From an optimization exercise on the open Yosys and OpenROAD flow, aimed at small area and a short achievable clock period; shortcuts taken in it are not production practice. Function was checked by simulation only, so behaviour that the tests miss may differ from the original. Power figures rest on the tool's default switching activity, not on a simulated workload.

`flow/run.sh`:
```
#!/bin/bash
# The standard ORFS layout, run whole; the only change is the cell used
# for the input and output port buffers (a plain buffer instead of the
# delay buffer the resizer picks by default).
set -euo pipefail
export BUFFER_PORTS_ARGS="-buffer_cell sky130_fd_sc_hd__buf_2"
bash standard.sh > standard.log 2>&1
```
`standard.sh`:
```
#!/bin/bash
# synth_recipe.tcl (not shown) runs the flow's synth.tcl, then flattens the netlist and writes it again
# the make line also repeats each setting of config.mk as NAME=value (left out here)
make -C /OpenROAD-flow-scripts/flow DESIGN_CONFIG=/design/flow/config.mk WORK_HOME=/design/flow/orfs CLKGATE_MAP_FILE= SYNTH_SCRIPT=/design/flow/synth_recipe.tcl "${@:-finish}"
```
`config.mk`:
```
export PLATFORM = sky130hd
export DESIGN_NAME = quantizer
export DESIGN_NICKNAME = quantizer
export VERILOG_FILES = /design/flow/design.v
export SDC_FILE = /design/flow/constraint.sdc
export NUM_CORES = 4
export LEC_CHECK = 0
export CAP_MARGIN = 20
export CORE_MARGIN = 2
export CORE_UTILIZATION = 60
export CTS_CLUSTER_DIAMETER = 100
export CTS_CLUSTER_SIZE = 30
export SETUP_SLACK_MARGIN = 2.0
export SLEW_MARGIN = 20
```
`constraint.sdc`:
```
create_clock -name core_clock -period 5.0 [get_ports {clk}]
set_input_delay 1.0000 -clock core_clock [delete_from_list [all_inputs] [get_ports {clk}]]
set_output_delay 1.0000 -clock core_clock [all_outputs]
set_load 0.01 [all_outputs]
```
`design.v`:
```
`timescale 1ns / 1ps
module quant_pre(
    input             clk,
    input             rst,
    input      [31:0] i_max,
    input      [31:0] i_activation,
    output reg [24:0] o_a,      
    output reg [22:0] o_nm,     
    output reg [2:0]  o_sh,     
    output reg        o_big,    
    output reg        o_eq      
);
    wire [7:0] em = i_max[30:23];
    wire [7:0] ea = i_activation[30:23];
    wire [7:0] d  = em - ea;
    wire big  = ea > em;
    wire zero = ea < (em - 8'd8);
    wire eq   = (ea == em);
    always @(posedge clk) begin
        begin
            o_nm  <= ~i_max[22:0];
            o_big <= big;
            o_eq  <= eq & ~zero;
            o_sh  <= eq ? 3'd0 : (d[2:0] - 3'd1);
            if (zero & ~big)
                o_a <= 25'd0;
            else if (eq)
                o_a <= {1'b1, i_activation[22:0], 1'b0};
            else
                o_a <= {2'b01, i_activation[22:0]};
        end
    end
endmodule
`timescale 1ns / 1ps
module quant_divider #(parameter ARCH = 0) (
    input  [24:0] i_v,
    input  [22:0] i_nm,       
    output        o_bit,
    output [23:0] o_rem
);
    localparam N = 24;
    wire [N-1:0] a = i_v[N-1:0];
    wire [N-1:0] b = {1'b0, i_nm};           
    wire [N-1:0] g = a & b;
    wire [N-1:0] p = a ^ b;
    wire [N-1:0] g0 = {g[N-1:1], a[0] | b[0]};
    localparam L = 5;
    wire [N-1:0] G [0:L];
    wire [N-1:0] P [0:L];
    assign G[0] = g0;
    assign P[0] = {p[N-1:1], 1'b0};
    genvar l, i;
    generate
        for (l = 0; l < L; l = l + 1) begin : g_lvl
            for (i = 0; i < N; i = i + 1) begin : g_bit
                if (ARCH == 0) begin : ks    
                    if (i >= (1 << l)) begin : m
                        assign G[l+1][i] = G[l][i] | (P[l][i] & G[l][i - (1 << l)]);
                        assign P[l+1][i] = P[l][i] & P[l][i - (1 << l)];
                    end else begin : t
                        assign G[l+1][i] = G[l][i];
                        assign P[l+1][i] = P[l][i];
                    end
                end else begin : sk         
                    if ((i >> l) & 1) begin : m
                        assign G[l+1][i] = G[l][i] | (P[l][i] & G[l][((i >> l) << l) - 1]);
                        assign P[l+1][i] = P[l][i] & P[l][((i >> l) << l) - 1];
                    end else begin : t
                        assign G[l+1][i] = G[l][i];
                        assign P[l+1][i] = P[l][i];
                    end
                end
            end
        end
    endgenerate
    wire [N-1:0] BG [0:2*L];
    wire [N-1:0] BP [0:2*L];
    assign BG[0] = G[0];
    assign BP[0] = P[0];
    generate
        for (l = 0; l < L; l = l + 1) begin : g_up
            for (i = 0; i < N; i = i + 1) begin : g_bit
                if (((i + 1) % (2 << l)) == 0) begin : m
                    assign BG[l+1][i] = BG[l][i] | (BP[l][i] & BG[l][i - (1 << l)]);
                    assign BP[l+1][i] = BP[l][i] & BP[l][i - (1 << l)];
                end else begin : t
                    assign BG[l+1][i] = BG[l][i];
                    assign BP[l+1][i] = BP[l][i];
                end
            end
        end
        for (l = L - 2; l >= 0; l = l - 1) begin : g_dn
            for (i = 0; i < N; i = i + 1) begin : g_bit
                if (((i + 1) % (2 << l)) == (1 << l) && i > (1 << l)) begin : m
                    assign BG[2*L-1-l][i] = BG[2*L-2-l][i] | (BP[2*L-2-l][i] & BG[2*L-2-l][i - (1 << l)]);
                    assign BP[2*L-1-l][i] = BP[2*L-2-l][i] & BP[2*L-2-l][i - (1 << l)];
                end else begin : t
                    assign BG[2*L-1-l][i] = BG[2*L-2-l][i];
                    assign BP[2*L-1-l][i] = BP[2*L-2-l][i];
                end
            end
        end
    endgenerate
    wire [N-1:0] cy = (ARCH == 2) ? BG[2*L-1] : G[L];    
    wire [N-1:0] cin = {cy[N-2:0], 1'b1};     
    wire [N-1:0] d = p ^ cin;
    assign o_bit = i_v[24] | cy[N-1];
    assign o_rem = o_bit ? d : a;
endmodule
`timescale 1ns / 1ps
module quantizer(
    input         clk,
    input         rst,
    input  [31:0] i_max,
    input  [31:0] i_activation,
    output [7:0]  o_index
);
    wire [24:0] a0;
    wire [22:0] mm0;
    wire [2:0]  sh0;
    wire        big0, eq0;
    quant_pre u_quant_pre(
        .clk(clk), .rst(rst), .i_max(i_max), .i_activation(i_activation),
        .o_a(a0), .o_nm(mm0), .o_sh(sh0), .o_big(big0), .o_eq(eq0)
    );
    wire        c1;
    wire [23:0] rem1;
    quant_divider #(.ARCH(2)) u_step1(.i_v(a0), .i_nm(mm0), .o_bit(c1), .o_rem(rem1));
    wire sat1 = big0 | (eq0 & (a0[23:1] >= ~mm0));
    wire [23:0] rem [1:8];
    wire [22:0] mm  [1:8];
    wire [2:0]  sh  [1:8];
    wire        sat [1:8];
    wire [7:0]  q   [1:8];    
    assign rem[1] = rem1;
    assign mm[1]  = mm0;
    assign sh[1]  = sh0;
    assign sat[1] = sat1;
    assign q[1]   = {7'd0, c1};
    genvar k;
    generate
        for (k = 2; k <= 8; k = k + 1) begin : g_stage
            reg [23:0] r_rem;
            reg [22:0] r_mm;
            reg [2:0]  r_sh;
            reg        r_sat;
            reg [6:0]  r_q;
            always @(posedge clk) begin
                begin
                    r_rem <= rem[k-1];
                    r_mm  <= mm[k-1];
                    r_sh  <= sh[k-1];
                    r_sat <= sat[k-1];
                    r_q   <= q[k-1][6:0];
                end
            end
            wire        c;
            wire [23:0] nrem;
            quant_divider #(.ARCH(2)) u_step(.i_v({r_rem, 1'b0}), .i_nm(r_mm), .o_bit(c), .o_rem(nrem));
            assign rem[k] = nrem;
            assign mm[k]  = r_mm;
            assign sh[k]  = r_sh;
            assign sat[k] = r_sat;
            assign q[k]   = {r_q, c};
        end
    endgenerate
    wire [7:0] idx = sat[8] ? 8'hff : (q[8] >> sh[8]);
    reg [7:0] r_valid;
    reg [7:0] r_index;
    always @(posedge clk or posedge rst) begin
        if (rst) begin
            r_valid <= 8'd0;
            r_index <= 8'd0;
        end else begin
            r_valid <= {r_valid[6:0], 1'b1};
            r_index <= idx & {8{r_valid[7]}};
        end
    end
    assign o_index = r_index;
endmodule
```
==> flow_summary_export.csv, run 1 <==
group,metric,value,unit
sta,worst_pin_slew,0.6631,ns
worst_hold_path,hold_class,"reg -> reg",
clock_tree,numCtsBuffers,19,
finish,num-fill-cells,2603,
clock_tree,cts.sinks,454,
placement,io_buffers,71,
power,p_sw,4.354,mW
setup_path,required,5.42,ns
sta,grt_setup_unrepaired,"true",
outcome,outcome,"no timing/DRC/antenna violations",
routing,wl_per_cell,13.99,um
floorplan,dieHeight,186.4,um
synthesis,syn_inst,1835,
clock_tree,insertion_delay,0.54,ns
setup_path,critPathKind,"reg -> reg",
synthesis,synth_enable_flop_cells,0,
sta,min_period,2.904,ns
routing,drc,0,
global_route,grt_pass1_vias,12840,
global_route,grt_antenna_before_repair,0,
setup_path,arrival,3.32,ns
sta,report.final.hold_viol_count,0,
routing,drt.antenna.violating_nets,0,
power,intPower,7.921,mW
sta,finalSetupViolations,0,
synthesis,synthDistinctLibCells,65,
finish,final_common_cell,"dfxtp_1",
placement,hpwl,24.79,mm
sta,drv_slew,0,
clock_tree,cts_hold_buf,0,
global_route,grt_max_degree,34,
floorplan,core-area,32620,um^2
job,max-cap-violations,0,
power,share_seq_of_total_power,42.1,%
power,peakVddDrop,254.0,uV
floorplan,die_width,186.4,um
floorplan,num_io_pins,74,
power,p_clk_share,14.2,%
synthesis,synth_seq_cells,454,
global_route,grt_pass1_wl,57.86,mm
finish,antenna_cells,0,
routing,wirelength,33.12,mm
synthesis,ys_warn_count,3,
placement,gp_congestion,0.8549,
sta,timing.slew.headroom,55.33,%
setup_path,cp_slowest_cell,"o41a_4",
setup_path,cp-start-kind,"register",
finish,layout_common_cells,"dfxtp_1, ha_1, inv_1, nand2_1, a21oi_1",
finish,layout-drive-gt1-share,12.20,%
power,combPwrFrac,43.7,%
clock_tree,clockRootBuffer,"clkbuf_16",
synthesis,synth_top_flop_cell,"dfxtp_1",
synthesis,synthTopCellsByArea,"dfxtp_1, ha_1, fa_1",
setup_path,cp_slowest_stage_delay,0.49,ns
sta,fin_skew,0.02175,ns
power,leakage,10.02,nW
floorplan,fp-row-count,66,
clock_tree,clkTransAtPathRegs,0.10,ns
routing,vias,12230,
routing,drtIter0Drc,450,
routing,viasPerCell,5.163,
setup_path,worstPathMaxFanout,5,
synthesis,synth_top_area_share,43.95,%
clock_tree,htreeDepth,1,
sta,fin_tns_setup,0,ns
synthesis,syn-mean-instance-area,10.87,um^2
clock_tree,clk_path_buf_depth,3,
floorplan,die_area,34730,um^2
sta,finalCritPeriodShare,58.07,%
finish,area_delta_synth_final,8.623,%
synthesis,synth_area_leader_cell,"dfxtp_1",
floorplan,start_util,61.17,%
power,power.density,566.4,nW/um^2
synthesis,syn_area,19950,um^2
finish,utilization,66.44,%
routing,dr.pass1.iters,4,
power,netSwitchingFraction,35.47,%
synthesis,synth_fp_nets,2194,
setup_path,end_kind,"register",
global_route,track_usage,19.45,%
sta,fmaxAchievable,0.3444,GHz
clock_tree,cts_tree,"done",
global_route,grt_overflow,0,
setup_path,crit_chain,"inv_2 > fa_2 > nor2b_1 > o21a_1 > o31a_2 > o21ai_4 > o41a_1 > buf_6 > o41a_4 > mux2_4",
synthesis,async_reset_ff_share,3.524,%
finish,nNetsFinal,2283,
synthesis,yosysSeqAreaShare,45.96,%
-- sequential cells by signal, summed over array words and instances (netlist names) --
name	cells
u_quant_pre.o_sh	3
u_quant_pre.o_big	1
r_index	8
g_stage.r_mm	161
g_stage.r_q	28
g_stage.r_sh	21
u_quant_pre.o_a	25
r_valid	8
g_stage.r_sat	7
g_stage.r_rem	168
u_quant_pre.o_eq	1
u_quant_pre.o_nm	23
-- synthesized netlist by cell type, types with 7 or more instances --
master and count:
nor2b_1 17, a21o_1 31, fa_1 85, buf_2 15
o211ai_1 9, inv_1 182, a21oi_1 134, o21ai_0 94
dfxtp_1 438, a31oi_1 12, mux2_4 10, a211oi_1 10
nor2_1 65, dfrtp_1 16, and2_1 8, mux2_2 56
xor2_1 34, nand3_1 12, a211o_1 7, o21a_1 20
nand4_1 14, clkbuf_1 12, mux2i_1 45, o21bai_1 10
nand2_1 154, nand2b_1 21, xnor2_1 40, ha_1 208
-- power groups by stage --
| stage | Clock, mW | Sequential (mW) | Combinational, mW |
|---|---|---|---|
| after floorplan | 0 | 5.07 | 4.22 |
| after global placement | 0 | 5.22 | 4.86 |
| after detailed placement | 0 | 5.25 | 5.07 |
| after CTS | 1.80 | 5.18 | 5.21 |
| after global routing | 1.93 | 5.30 | 6.18 |
| final | 1.74 | 5.17 | 5.36 |
-- kinds of logic after synthesis --
kind of cell             count (synthesis)  synth area share, %
AND/OR/NAND/NOR                        316                7.162
AO/OA/AOI/OAI                          367                11.38
other                                    1              0.01880
adder cells (fa/ha/maj)                293                21.57
flip-flops                             454                45.96
buffers and inverters                  218                4.384
multiplexers                           112                6.284
XOR/XNOR                                74                3.249
-- per-layer routing --
layer | wire length (um) | share of wire [%] | global-route usage [%] | vias up
li1 | - | - | - | 6380
met1 | 14620 | 44 | 23.54 | 5684
met2 | 16770 | 51 | 36.41 | 122
met3 | 620 | 1.9 | 1.824 | 41
met4 | 1114 | 3.4 | 6.000 | 0
met5 | 0 | 0 | 0 | -
-- path summary, 6_finish.rpt --
check	startpoint	to	slack, ns	cells past startpoint
max reg2reg	g_stage[6].r_mm[1]	g_stage[7].r_rem[9]	2.10	10
max in group asynchronous	rst	r_index[3]	4.09	2
min	g_stage[6].r_sat	g_stage[7].r_sat	0.33	0
min in group asynchronous	rst	r_valid[7]	0.52	2
min reg2reg	g_stage[6].r_sat	g_stage[7].r_sat	0.33	0
max	g_stage[6].r_mm[1]	g_stage[7].r_rem[9]	2.10	10
-- critical path: cells and delay by family, from the launching register on --
family / cells / cell delay, ns
fa+ha+maj: 1 / 0.39
mux: 1 / 0.31
flops: 1 / 0.35
compound gates: 5 / 1.40
buf+inv: 2 / 0.22
simple gates: 1 / 0.12
-- repair_timing --
| item | CTS | global route |
|---|---|---|
| buffers inserted | 5 | 14 |
| pin swaps | 5 | 18 |
| resized for setup | 18 | 31 |
| setup endpoints to repair | 121 | 78 |
| hold endpoints to repair | 0 | 0 |
| gates cloned | 3 | 3 |
-- stage by stage --
step	std cells	worst slack [ns]	area (um^2)	total power, mW	hold slack (ns)
after floorplan	1835	2.003	19950	9.287	0.3096
after global placement	2320	1.619	20720	10.08	0.3105
after detailed placement	2320	1.557	20720	10.32	0.3121
after CTS	2351	2.004	21410	12.19	0.3349
after global routing	2368	1.945	21670	13.42	0.3392
final	2368	2.096	21670	12.27	0.3328
-- layout make-up --
type	count	area, um^2	area share, %
multi-input cells	1169	10150	46.86
flip-flops and latches	454	9174	42.33
inverters	183	689.4	3.181
repair buffers	97	586.8	2.708
well taps	442	553.0	2.552
clock buffers	21	483.0	2.229
clock inverters	2	31.28	0.1443
==> inputs of run 2 (changes only) <==
--- a/config.mk
+++ b/config.mk
@@ -11,4 +11,4 @@
 export CTS_CLUSTER_DIAMETER = 100
 export CTS_CLUSTER_SIZE = 30
-export SETUP_SLACK_MARGIN = 2.0
+export SETUP_SLACK_MARGIN = 1.7
 export SLEW_MARGIN = 20
==> run 2 against run 1 <==
Compared with the run above: clock power about the same; total power down 2.8%; sequential share of layout area is 0.79 points higher; critical path type unchanged; largest cell class unchanged.
==> flow_summary_export.csv, run 2 <==
group,metric,value,unit
outcome,outcome,"no timing/DRC/antenna violations",
synthesis,synth_area_leader_cell,"dfxtp_1",
sta,drv_slew,0,
finish,largest_reg_flops,168,
floorplan,fp-row-count,66,
power,intPower,7.777,mW
synthesis,async_reset_ff_share,3.524,%
power,leakage,9.866,nW
synthesis,yosysSeqAreaShare,45.96,%
power,combPwrFrac,42.2,%
synthesis,syn_area,19950,um^2
sta,grt_setup_unrepaired,"true",
clock_tree,cts.sinks,454,
global_route,grt_pass1_wl,56.30,mm
finish,top_regs,"g_stage.r_rem (168), g_stage.r_mm (161), g_stage.r_q (28)",
clock_tree,insertion_delay,0.53,ns
setup_path,cp-start-kind,"register",
global_route,grt_max_degree,43,
finish,stdcell_count,2343,
synthesis,synthDistinctLibCells,65,
routing,wl_per_cell,13.21,um
floorplan,die_width,186.4,um
placement,io_buffers,71,
sta,fin_tns_setup,0,ns
job,max-cap-violations,0,
synthesis,synth_top_flop_cell,"dfxtp_1",
power,p_clk_share,14.5,%
placement,place_ws,1.557,ns
power,power.density,560.9,nW/um^2
floorplan,die_area,34730,um^2
synthesis,synth.most_common_cell,"dfxtp_1",
finish,layout-drive-gt1-share,9.837,%
synthesis,synthTopCellsByArea,"dfxtp_1, ha_1, fa_1",
synthesis,syn_inst,1835,
setup_path,arrival,3.54,ns
sta,fmaxAchievable,0.3209,GHz
finish,area_delta_synth_final,6.566,%
finish,nNetsFinal,2258,
placement,post-place-cells,2320,
finish,num-fill-cells,2648,
sta,fin_skew,0.02023,ns
setup_path,critPathKind,"reg -> reg",
floorplan,num_io_pins,74,
placement,gp_congestion,0.8549,
setup_path,end_kind,"register",
synthesis,syn-mean-instance-area,10.87,um^2
routing,wirelength,30.96,mm
placement,placed_area,20720,um^2
finish,finalInstanceArea,21260,um^2
synthesis,synth_enable_flop_cells,0,
worst_hold_path,hold_class,"reg -> reg",
floorplan,core-area,32620,um^2
global_route,grt_antenna_before_repair,0,
clock_tree,htreeDepth,1,
power,p_sw,4.150,mW
global_route,grt_pass1_vias,12670,
clock_tree,clockRootBuffer,"clkbuf_16",
sta,hold_slack,0.3299,ns
sta,min_period,3.116,ns
synthesis,synth_seq_cells,454,
sta,report.final.hold_viol_count,0,
synthesis,synth_fp_nets,2194,
synthesis,ys_warn_count,3,
sta,worst_pin_slew,1.012,ns
sta,timing.slew.headroom,32.52,%
power,netSwitchingFraction,34.79,%
global_route,track_usage,18.79,%
sta,finalSetupViolations,0,
routing,drtIter0Drc,422,
clock_tree,cts_hold_buf,0,
global_route,grt_overflow,0,
routing,drc,0,
finish,layout_common_cells,"dfxtp_1, ha_1, inv_1, nand2_1, a21oi_1",
sta,fin_ws,1.884,ns
finish,final_common_cell,"dfxtp_1",
setup_path,worstPathMaxFanout,34,
clock_tree,cts_tree,"done",
placement,hpwl,24.79,mm
routing,viasPerCell,5.141,
floorplan,start_util,61.17,%
routing,dr.pass1.iters,4,
setup_path,required,5.43,ns
synthesis,synth_top_area_share,43.95,%
clock_tree,clk_path_buf_depth,3,
clock_tree,clkTransAtPathRegs,0.10,ns
finish,antenna_cells,0,
routing,vias,12050,
power,share_seq_of_total_power,43.2,%
power,peakVddDrop,253.9,uV
routing,drt.antenna.violating_nets,0,
finish,top_register,"g_stage.r_rem",
synthesis,ys_top_cells_by_count,"dfxtp_1, ha_1, inv_1",
clock_tree,numCtsBuffers,19,
sta,finalCritPeriodShare,62.32,%
floorplan,dieHeight,186.4,um
-- run 2: layer usage --
| layer | part of all wire [%] | global-route usage, % | up-vias |
|---|---|---|---|
| met4 | 3.0 | 5.138 | 0 |
| li1 | - | - | 6318 |
| met2 | 49 | 34.95 | 120 |
| met5 | 0 | 0 | - |
| met1 | 46 | 23.18 | 5567 |
| met3 | 2.0 | 1.806 | 41 |
-- run 2: worst paths after layout --
kind	to	slack (ns)	start	cells after the start
setup / recovery	g_stage[3].r_rem[16]	1.88	g_stage[2].r_rem[16]	7
setup reg to reg	g_stage[3].r_rem[16]	1.88	g_stage[2].r_rem[16]	7
max in group asynchronous	r_index[3]	4.09	rst	2
min in group asynchronous	r_valid[7]	0.53	rst	2
hold / removal	g_stage[7].r_sat	0.33	g_stage[6].r_sat	0
hold reg to reg	g_stage[7].r_sat	0.33	g_stage[6].r_sat	0
-- run 2: power by group through the flow --
stage                     combinational (mW)  sequential (mW)  clock, mW
final                                   5.04             5.15       1.73
after global routing                    5.87             5.29       1.93
after CTS                               5.11             5.16       1.80
after detailed placement                5.07             5.25          0
after global placement                  4.86             5.22          0
after floorplan                         4.22             5.07          0
-- run 2: kinds of logic after synthesis --
kind of cell,share of synthesized area [%]
flip-flops,45.96
AO/OA/AOI/OAI,11.38
AND/OR/NAND/NOR,7.162
adder cells (fa/ha/maj),21.57
buffers and inverters,4.384
multiplexers,6.284
XOR/XNOR,3.249
other,0.01880
-- run 2: metrics by stage --
step                util, %  power [mW]
global route          65.18       13.09
global placement      63.54       10.08
CTS                   65.16       12.08
detailed placement    63.54       10.32
finish                65.18       11.93
floorplan                 -       9.287
-- run 2: critical path, stage by stage, from the launching register on --
cell	delay (ns)
dfxtp_1	0.33
ha_1	0.35
a21oi_1	0.20
o21ai_1	0.11
or4_1	0.52
a31o_2	0.28
a31oi_4	0.79
mux2_2	0.42
-- run 2: cell type report --
class                           instances  area, um^2  area share (%)
Tap cell                              442       553.0           2.601
Clock buffer                           21       483.0           2.272
Sequential cell                       454        9169           43.12
Timing Repair Buffer                   78       407.9           1.918
Multi-Input combinational cell       1163        9930           46.70
Inverter                              183       688.2           3.237
Clock inverter                          2       31.28          0.1471
-- run 2: repair_timing --
action / CTS / global route
resized for setup: 3 / 3
setup endpoints to repair: 35 / 29
buffers inserted: 0 / 0
endpoints found under the hold margin: 0 / 0
cloned: 0 / 0
==> inputs of run 3 (changes only) <==
--- a/config.mk
+++ b/config.mk
@@ -11,4 +11,4 @@
 export CTS_CLUSTER_DIAMETER = 100
 export CTS_CLUSTER_SIZE = 30
-export SETUP_SLACK_MARGIN = 1.7
+export SETUP_SLACK_MARGIN = 2.2
 export SLEW_MARGIN = 20
==> run 3 against run 2 <==
Compared with the run above: still clean; count of clock-buffer cells in the layout unchanged; clock skew up 0.0055 ns; clock power about the same; synthesized cell count unchanged; hold slack about the same; flip-flop and latch count unchanged; cell count up 2.6%; cell area up 5.2%; combinational power up 16%; worst setup slack better by 0.26 ns; via count up 3.4%; critical path type unchanged.
==> flow_summary_export.csv, run 3 <==
group,metric,value,unit
setup_path,reg2reg_from,"u_quant_pre.o_nm[0]",
setup_path,critPathKind,"reg -> reg",
sta,finalSetupViolations,0,
floorplan,core-area,32620,um^2
clock_tree,clockRootBuffer,"clkbuf_16",
finish,layout-drive-gt1-share,16.56,%
finish,nNetsFinal,2320,
sta,fin_skew,0.02572,ns
floorplan,die_area,34730,um^2
worst_hold_path,hold_class,"reg -> reg",
synthesis,async_reset_ff_share,3.524,%
placement,post-place-cells,2319,
routing,wirelength,34.73,mm
synthesis,synth_xor_area_share,3.248,%
finish,layout_common_cells,"dfxtp_1, ha_1, inv_1, nand2_1, a21oi_1",
finish,utilization,68.58,%
global_route,track_usage,20.49,%
power,power.density,571.7,nW/um^2
floorplan,fp-row-count,66,
sta,report.final.hold_viol_count,0,
synthesis,ys_warn_count,3,
sta,drv_slew,0,
floorplan,die_width,186.4,um
clock_tree,cts.sinks,454,
synthesis,synth_fp_nets,2194,
synthesis,synth_area_leader_cell,"dfxtp_1",
clock_tree,htreeDepth,1,
synthesis,syn-mean-instance-area,10.87,um^2
setup_path,arrival,3.28,ns
synthesis,synth-compound-area-share,11.38,%
global_route,grt_antenna_before_repair,0,
sta,timing.slew.headroom,51.51,%
placement,io_buffers,71,
clock_tree,insertion_delay,0.54,ns
synthesis,synth_top_area_share,43.95,%
floorplan,start_util,61.17,%
sta,grt_setup_unrepaired,"true",
routing,drtIter0Drc,418,
clock_tree,numCtsBuffers,19,
routing,wl_per_cell,14.44,um
setup_path,required,5.42,ns
global_route,grt_max_degree,34,
clock_tree,cts_tree,"done",
finish,largest_reg_flops,168,
routing,dr.pass1.iters,5,
routing,viasPerCell,5.179,
setup_path,r2r_cells,13,
finish,antenna_cells,0,
synthesis,synth_fa_ha_area_share,21.57,%
synthesis,ys_top_cells_by_count,"dfxtp_1, ha_1, inv_1",
sta,worst_pin_slew,0.7273,ns
setup_path,worstPathMaxFanout,3,
sta,finalCritPeriodShare,57.12,%
setup_path,end_kind,"register",
synthesis,synth_top_family_by_area,"adder cells",
clock_tree,clk_path_buf_depth,3,
synthesis,synth_simple_gate_area_share,7.162,%
synthesis,syn_inst,1835,
power,leakage,10.28,nW
power,peakVddDrop,272.4,uV
global_route,grt_pass1_vias,13000,
synthesis,syn_area,19950,um^2
floorplan,dieHeight,186.4,um
finish,stdcell_count,2405,
outcome,outcome,"no timing/DRC/antenna violations",
synthesis,synth_enable_flop_cells,0,
synthesis,synth_seq_cells,454,
finish,area_delta_synth_final,12.12,%
global_route,grt_pass1_wl,59.91,mm
setup_path,crit_start,"u_quant_pre.o_nm[0]",
synthesis,synthTopCellsByArea,"dfxtp_1, ha_1, fa_1",
setup_path,r2r_end,"g_stage[2].r_rem[19]",
setup_path,critPathCapture,"g_stage[2].r_rem[19]",
sta,fmaxAchievable,0.3502,GHz
finish,top_regs,"g_stage.r_rem (168), g_stage.r_mm (161), g_stage.r_q (28)",
synthesis,synthDistinctLibCells,65,
finish,final_common_cell,"dfxtp_1",
setup_path,reg2reg_slack,2.14,ns
synthesis,synth_mux_area_share,6.284,%
routing,drc,0,
finish,top_register,"g_stage.r_rem",
setup_path,cp-start-kind,"register",
synthesis,synth_top_flop_cell,"dfxtp_1",
floorplan,num_io_pins,74,
placement,gp_congestion,0.8559,
synthesis,yosysSeqAreaShare,45.96,%
clock_tree,clkTransAtPathRegs,0.11,ns
global_route,grt_overflow,0,
routing,drt.antenna.violating_nets,0,
sta,fin_tns_setup,0,ns
synthesis,synth.most_common_cell,"dfxtp_1",
job,max-cap-violations,0,
routing,vias,12460,
placement,hpwl,24.44,mm
sta,min_period,2.856,ns
[run 3: layout make-up]
class / count / area [um^2]
Inverter: 183 / 699.4
Tap cell: 442 / 553.0
Fill cell: 2498 / 10250
Sequential cell: 454 / 9183
Multi-Input combinational cell: 1173 / 10490
Timing Repair Buffer: 129 / 909.6
Clock buffer: 21 / 483.0
Clock inverter: 2 / 38.79
Timing Repair inverter: 1 / 8.758
[run 3: worst max-delay path: stages, from the launching register on]
cell and delay, ns:
dfxtp_2 0.34, inv_2 0.07, ha_4 0.12, inv_2 0.03
fa_2 0.33, a211oi_2 0.24, o21ai_2 0.11, o2111ai_2 0.27
o21ai_2 0.11, a21o_1 0.19, a21o_1 0.19, fa_2 0.33
xor2_1 0.14, mux2_4 0.25
[run 3: power breakdown]
group / switching [mW] / leakage [nW] / internal [mW] / total [mW]
sequential: 0.613 / 3.88 / 4.58 / 5.20
clock: 1.04 / 0.252 / 0.710 / 1.75
combinational: 2.95 / 6.14 / 2.89 / 5.84
total: 4.60 / 10.3 / 8.19 / 12.8
[run 3: how the worst min path moves through the flow]
| stage | startpoint | endpoint | slack, ns | cells past startpoint |
|---|---|---|---|---|
| after floorplan | u_quant_pre.o_sh[0] | g_stage[2].r_sh[0] | 0.31 | 0 |
| after global placement | g_stage[6].r_q[1] | g_stage[7].r_q[2] | 0.31 | 0 |
| after detailed placement | g_stage[3].r_sat | g_stage[4].r_sat | 0.31 | 0 |
| after CTS | g_stage[6].r_q[2] | g_stage[7].r_q[3] | 0.33 | 0 |
| after global routing | g_stage[6].r_q[2] | g_stage[7].r_q[3] | 0.34 | 0 |
| final | g_stage[6].r_q[2] | g_stage[7].r_q[3] | 0.33 | 0 |
[run 3: cell families after synthesis]
group,count (synthesis)
mux,112
flops,454
simple gates,316
other cells,1
buf+inv,218
compound gates,367
xor+xnor,74
fa+ha+maj,293
[run 3: timing repair]
| action | CTS | global route |
|---|---|---|
| pin swaps | 32 | 48 |
| setup endpoints to repair | 168 | 137 |
| setup buffers | 39 | 13 |
| hold buffers | 0 | 0 |
| cloned | 8 | 3 |
| resized for setup | 71 | 74 |
[run 3: through the flow]
stage	hold slack, ns	total power, mW	area [um^2]	setup slack, ns
6_report	0.3295	12.79	22370	2.144
5_1_grt	0.3357	13.94	22370	2.071
4_1_cts	0.3294	12.58	21920	2.088
3_5_place_dp	0.3121	10.30	20720	1.580
3_3_place_gp	0.3106	10.08	20720	1.631
2_1_floorplan	0.3096	9.290	19960	2.199
[run 3: layer usage]
layer	track usage, %	routed length [um]	vias up
met5	0	0	-
met4	9.323	1615	0
met2	37.84	17630	165
met3	2.050	913	67
li1	-	-	6474
met1	23.98	14560	5749
==> inputs of run 4 (changes only) <==
--- a/config.mk
+++ b/config.mk
@@ -8,7 +8,7 @@
 export CAP_MARGIN = 20
 export CORE_MARGIN = 2
-export CORE_UTILIZATION = 60
+export CORE_UTILIZATION = 70
 export CTS_CLUSTER_DIAMETER = 100
 export CTS_CLUSTER_SIZE = 30
-export SETUP_SLACK_MARGIN = 2.2
+export SETUP_SLACK_MARGIN = 2.0
 export SLEW_MARGIN = 20
==> run 4 against run 3 <==
Compared with the run above: clock skew decreased by 0.00071 ns; synthesized cell count did not move; core utilization grew 8.8 points; clock power about the same; sequential power hardly changed; via count is 1.0% lower; cell area down 3.4%; combinational power down 7.7%; critical path depth down 2; first-iteration DRC count up 30%.
==> flow_summary_export.csv, run 4 <==
group,metric,value,unit
outcome,outcome,"no timing/DRC/antenna violations",
global_route,grt_pass1_wl,57.04,mm
synthesis,syn_inst,1835,
finish,largest_reg_flops,168,
synthesis,synth_enable_flop_cells,0,
placement,place_ws,1.514,ns
power,p_sw,4.364,mW
clock_tree,clockRootBuffer,"clkbuf_16",
setup_path,required,5.43,ns
placement,post-place-cells,2255,
setup_path,reg2reg_from,"g_stage[6].r_rem[1]",
synthesis,synth_seq_cells,454,
synthesis,ys_warn_count,3,
synthesis,synth_top_area_share,43.95,%
clock_tree,cts_hold_buf,0,
sta,finalCritPeriodShare,57.90,%
synthesis,synth_fp_nets,2194,
setup_path,cp_slowest_cell,"fa_1",
setup_path,cp_top_family,"compound AO/OA/AOI/OAI gates",
finish,finalInstanceArea,21600,um^2
setup_path,arrival,3.33,ns
placement,hpwl,24.24,mm
sta,fin_tns_setup,0,ns
global_route,grt_antenna_before_repair,0,
worst_hold_path,hold_class,"reg -> reg",
routing,drt.antenna.violating_nets,0,
job,max-cap-violations,0,
sta,worst_pin_slew,0.6287,ns
routing,met3_length,847,um
finish,layout-drive-gt1-share,12.64,%
power,share_seq_of_total_power,42.1,%
setup_path,path_buf_inv,1,
routing,viasPerCell,5.357,
finish,area_delta_synth_final,8.265,%
synthesis,synth.most_common_cell,"dfxtp_1",
sta,finalSetupViolations,0,
routing,wl_met2,16.35,mm
clock_tree,cts.sinks,454,
clock_tree,cts_tree,"done",
synthesis,synth_area_leader_cell,"dfxtp_1",
synthesis,ys_top_cells_by_count,"dfxtp_1, ha_1, inv_1",
global_route,track_usage,22.42,%
sta,drv_slew,0,
sta,fmaxAchievable,0.3454,GHz
global_route,grt_overflow,0,
finish,antenna_cells,0,
floorplan,die_width,172.8,um
routing,wl_per_cell,14.15,um
setup_path,end_kind,"register",
setup_path,r2r_end,"g_stage[7].r_rem[19]",
floorplan,start_util,71.42,%
setup_path,cp-start-kind,"register",
routing,drc,0,
power,netSwitchingFraction,35.49,%
sta,report.final.hold_viol_count,0,
placement,gp_congestion,0.8505,
sta,fin_skew,0.02501,ns
clock_tree,clkTransAtPathRegs,0.11,ns
setup_path,critPathKind,"reg -> reg",
floorplan,dieHeight,172.8,um
routing,dr.pass1.iters,5,
routing,drtIter0Drc,543,
sta,hold_slack,0.3043,ns
synthesis,synthTopCellsByArea,"dfxtp_1, ha_1, fa_1",
setup_path,crit_chain,"ha_1 > nor2b_1 > o21a_1 > o31a_2 > o21ai_4 > o41a_1 > buf_4 > nand2_1 > fa_1 > xor2_1 > mux2_2",
sta,fin_ws,2.105,ns
finish,top_regs,"g_stage.r_rem (168), g_stage.r_mm (161), g_stage.r_q (28)",
power,combPwrFrac,43.8,%
sta,timing.slew.headroom,58.09,%
routing,vias,12330,
floorplan,num_io_pins,74,
placement,placed_area,20640,um^2
clock_tree,clk_path_buf_depth,3,
synthesis,syn-mean-instance-area,10.87,um^2
finish,final_common_cell,"dfxtp_1",
floorplan,fp-row-count,61,
routing,wl_met1,14.06,mm
finish,nNetsFinal,2280,
setup_path,worstPathMaxFanout,5,
synthesis,syn_area,19950,um^2
clock_tree,numCtsBuffers,19,
synthesis,yosysSeqAreaShare,45.96,%
worst_hold_path,hold_end,"g_stage[2].r_sh[1]",
power,peakVddDrop,280.2,uV
global_route,grt_pass1_vias,12830,
routing,top_layer,"met4",
finish,top_register,"g_stage.r_rem",
setup_path,cp_slowest_stage_delay,0.40,ns
power,power.density,569.3,nW/um^2
synthesis,synthDistinctLibCells,65,
floorplan,die_area,29870,um^2
synthesis,synth_top_flop_cell,"dfxtp_1",
sta,min_period,2.895,ns
power,p_clk_share,14.1,%
finish,stdcell_count,2301,
routing,wirelength,32.55,mm
finish,layout_common_cells,"dfxtp_1, ha_1, inv_1, nand2_1, a21oi_1",
global_route,grt_max_degree,34,
worst_hold_path,hold_depth,0,
worst_hold_path,hold_path.startpoint,"u_quant_pre.o_sh[1]",
synthesis,async_reset_ff_share,3.524,%
clock_tree,insertion_delay,0.54,ns
sta,grt_setup_unrepaired,"false",
power,intPower,7.933,mW
clock_tree,htreeDepth,1,
floorplan,core-area,27930,um^2
power,leakage,9.998,nW
placement,io_buffers,71,
setup_path,r2r_cells,11,
setup_path,reg2reg_slack,2.10,ns
## run 4: cell types whose count changed in the layout (fill, tap and decap cells not counted), moves of 4 or more
cell,change
buf_6,-15
a31oi_1,+4
mux2_4,-4
fa_2,-5
mux2_2,+4
fa_1,+5
a21oi_2,-6
a21oi_1,+9
o21ai_2,-5
buf_4,-17
## run 4: worst max path at each step
stage | startpoint | to | slack (ns) | cells past startpoint
floorplan | i_max[26] | u_quant_pre.o_a[0] | 2.00 | 11
global placement | i_max[24] | u_quant_pre.o_a[21] | 1.62 | 11
detailed placement | i_max[24] | u_quant_pre.o_a[13] | 1.51 | 11
CTS | g_stage[4].r_rem[0] | g_stage[5].r_rem[23] | 1.94 | 11
global route | g_stage[6].r_rem[0] | g_stage[7].r_rem[23] | 2.00 | 13
finish | g_stage[6].r_rem[1] | g_stage[7].r_rem[19] | 2.10 | 11
## run 4: logic make-up after synthesis
group           after synthesis  synth area share [%]
flops                       454                 45.96
compound gates              367                 11.38
simple gates                316                 7.162
fa+ha+maj                   293                 21.57
buf+inv                     218                 4.384
mux                         112                 6.284
xor+xnor                     74                 3.249
other cells                   1               0.01880
## run 4: per-stage QoR
stage                     power (mW)  util (%)
final                          12.30     77.33
after global routing           13.43     77.33
after CTS                      12.17     76.34
after detailed placement       10.31     73.88
after global placement         10.03     73.88
after floorplan                9.287         -
## run 4: area by class of cell
cell class	instances	area, um^2
Sequential cell	454	9179
Tap cell	378	473.0
Timing Repair Buffer	96	593.1
Fill cell	1891	6334
Clock inverter	2	38.79
Inverter	183	689.4
Multi-Input combinational cell	1167	10140
Clock buffer	21	483.0
## run 4: timing repair
action,CTS,global route
setup endpoints to repair,119,133
pin swaps,9,20
setup buffers,6,13
resized for setup,20,46
gates cloned,3,1
## run 4: worst reg2reg max path: stages (launching register included)
cell and delay, ns:
dfxtp_1 0.33, ha_1 0.28, nor2b_1 0.13, o21a_1 0.18, o31a_2 0.33, o21ai_4 0.17, o41a_1 0.32, buf_4 0.16
nand2_1 0.06, fa_1 0.40, xor2_1 0.17, mux2_2 0.26
## run 4: power by group through the flow
stage	Combinational [mW]	Clock, mW	Sequential, mW
after global placement	4.81	0	5.21
after global routing	6.18	1.94	5.30
final	5.39	1.74	5.17
after floorplan	4.22	0	5.07
after CTS	5.21	1.79	5.17
after detailed placement	5.07	0	5.24
## run 4: routing by layer
metal  GRT usage, %  vias to the layer above
li1               -                     6388
met2          40.85                      160
met1          26.71                     5718
met4          9.675                        0
met5              0                        -
met3          2.639                       61

## separate check: timing with driven ports
Ports are ideal in the flow. The routed layouts listed here were re-timed in OpenROAD. Step 1, drivers: a clkbuf_16 drives clk and a buf_2 each remaining input, both assumed. Step 2 moves the port delays by t, midway between the first and last clock arrival at a register: inputs arrive t later, outputs are due t later. That takes back most of the time a late clock gives input paths. Slacks: ideal / step 1 / step 2; pairs: ideal / step 1.
| run | t, ns | setup WS [ns] | hold WS [ns] | clock arrival spread, ns |
|---|---|---|---|---|
| run 1 | 0.576 | 2.096 / 2.096 / 1.644 | 0.333 / 0.333 / 0.333 | 0.028 / 0.028 |
| run 2 | 0.573 | 1.884 / 1.884 / 1.646 | 0.330 / 0.330 / 0.330 | 0.025 / 0.024 |
| run 3 | 0.581 | 2.144 / 2.144 / 1.936 | 0.329 / 0.329 / 0.329 | 0.029 / 0.029 |
| run 4 | 0.579 | 2.105 / 2.105 / 1.660 | 0.304 / 0.304 / 0.304 | 0.030 / 0.030 |
After both steps setup and hold are still met in every run listed. For run 1, which loses most, drivers alone change the setup slack by 0.000 ns; drivers and shift together by -0.452 ns.
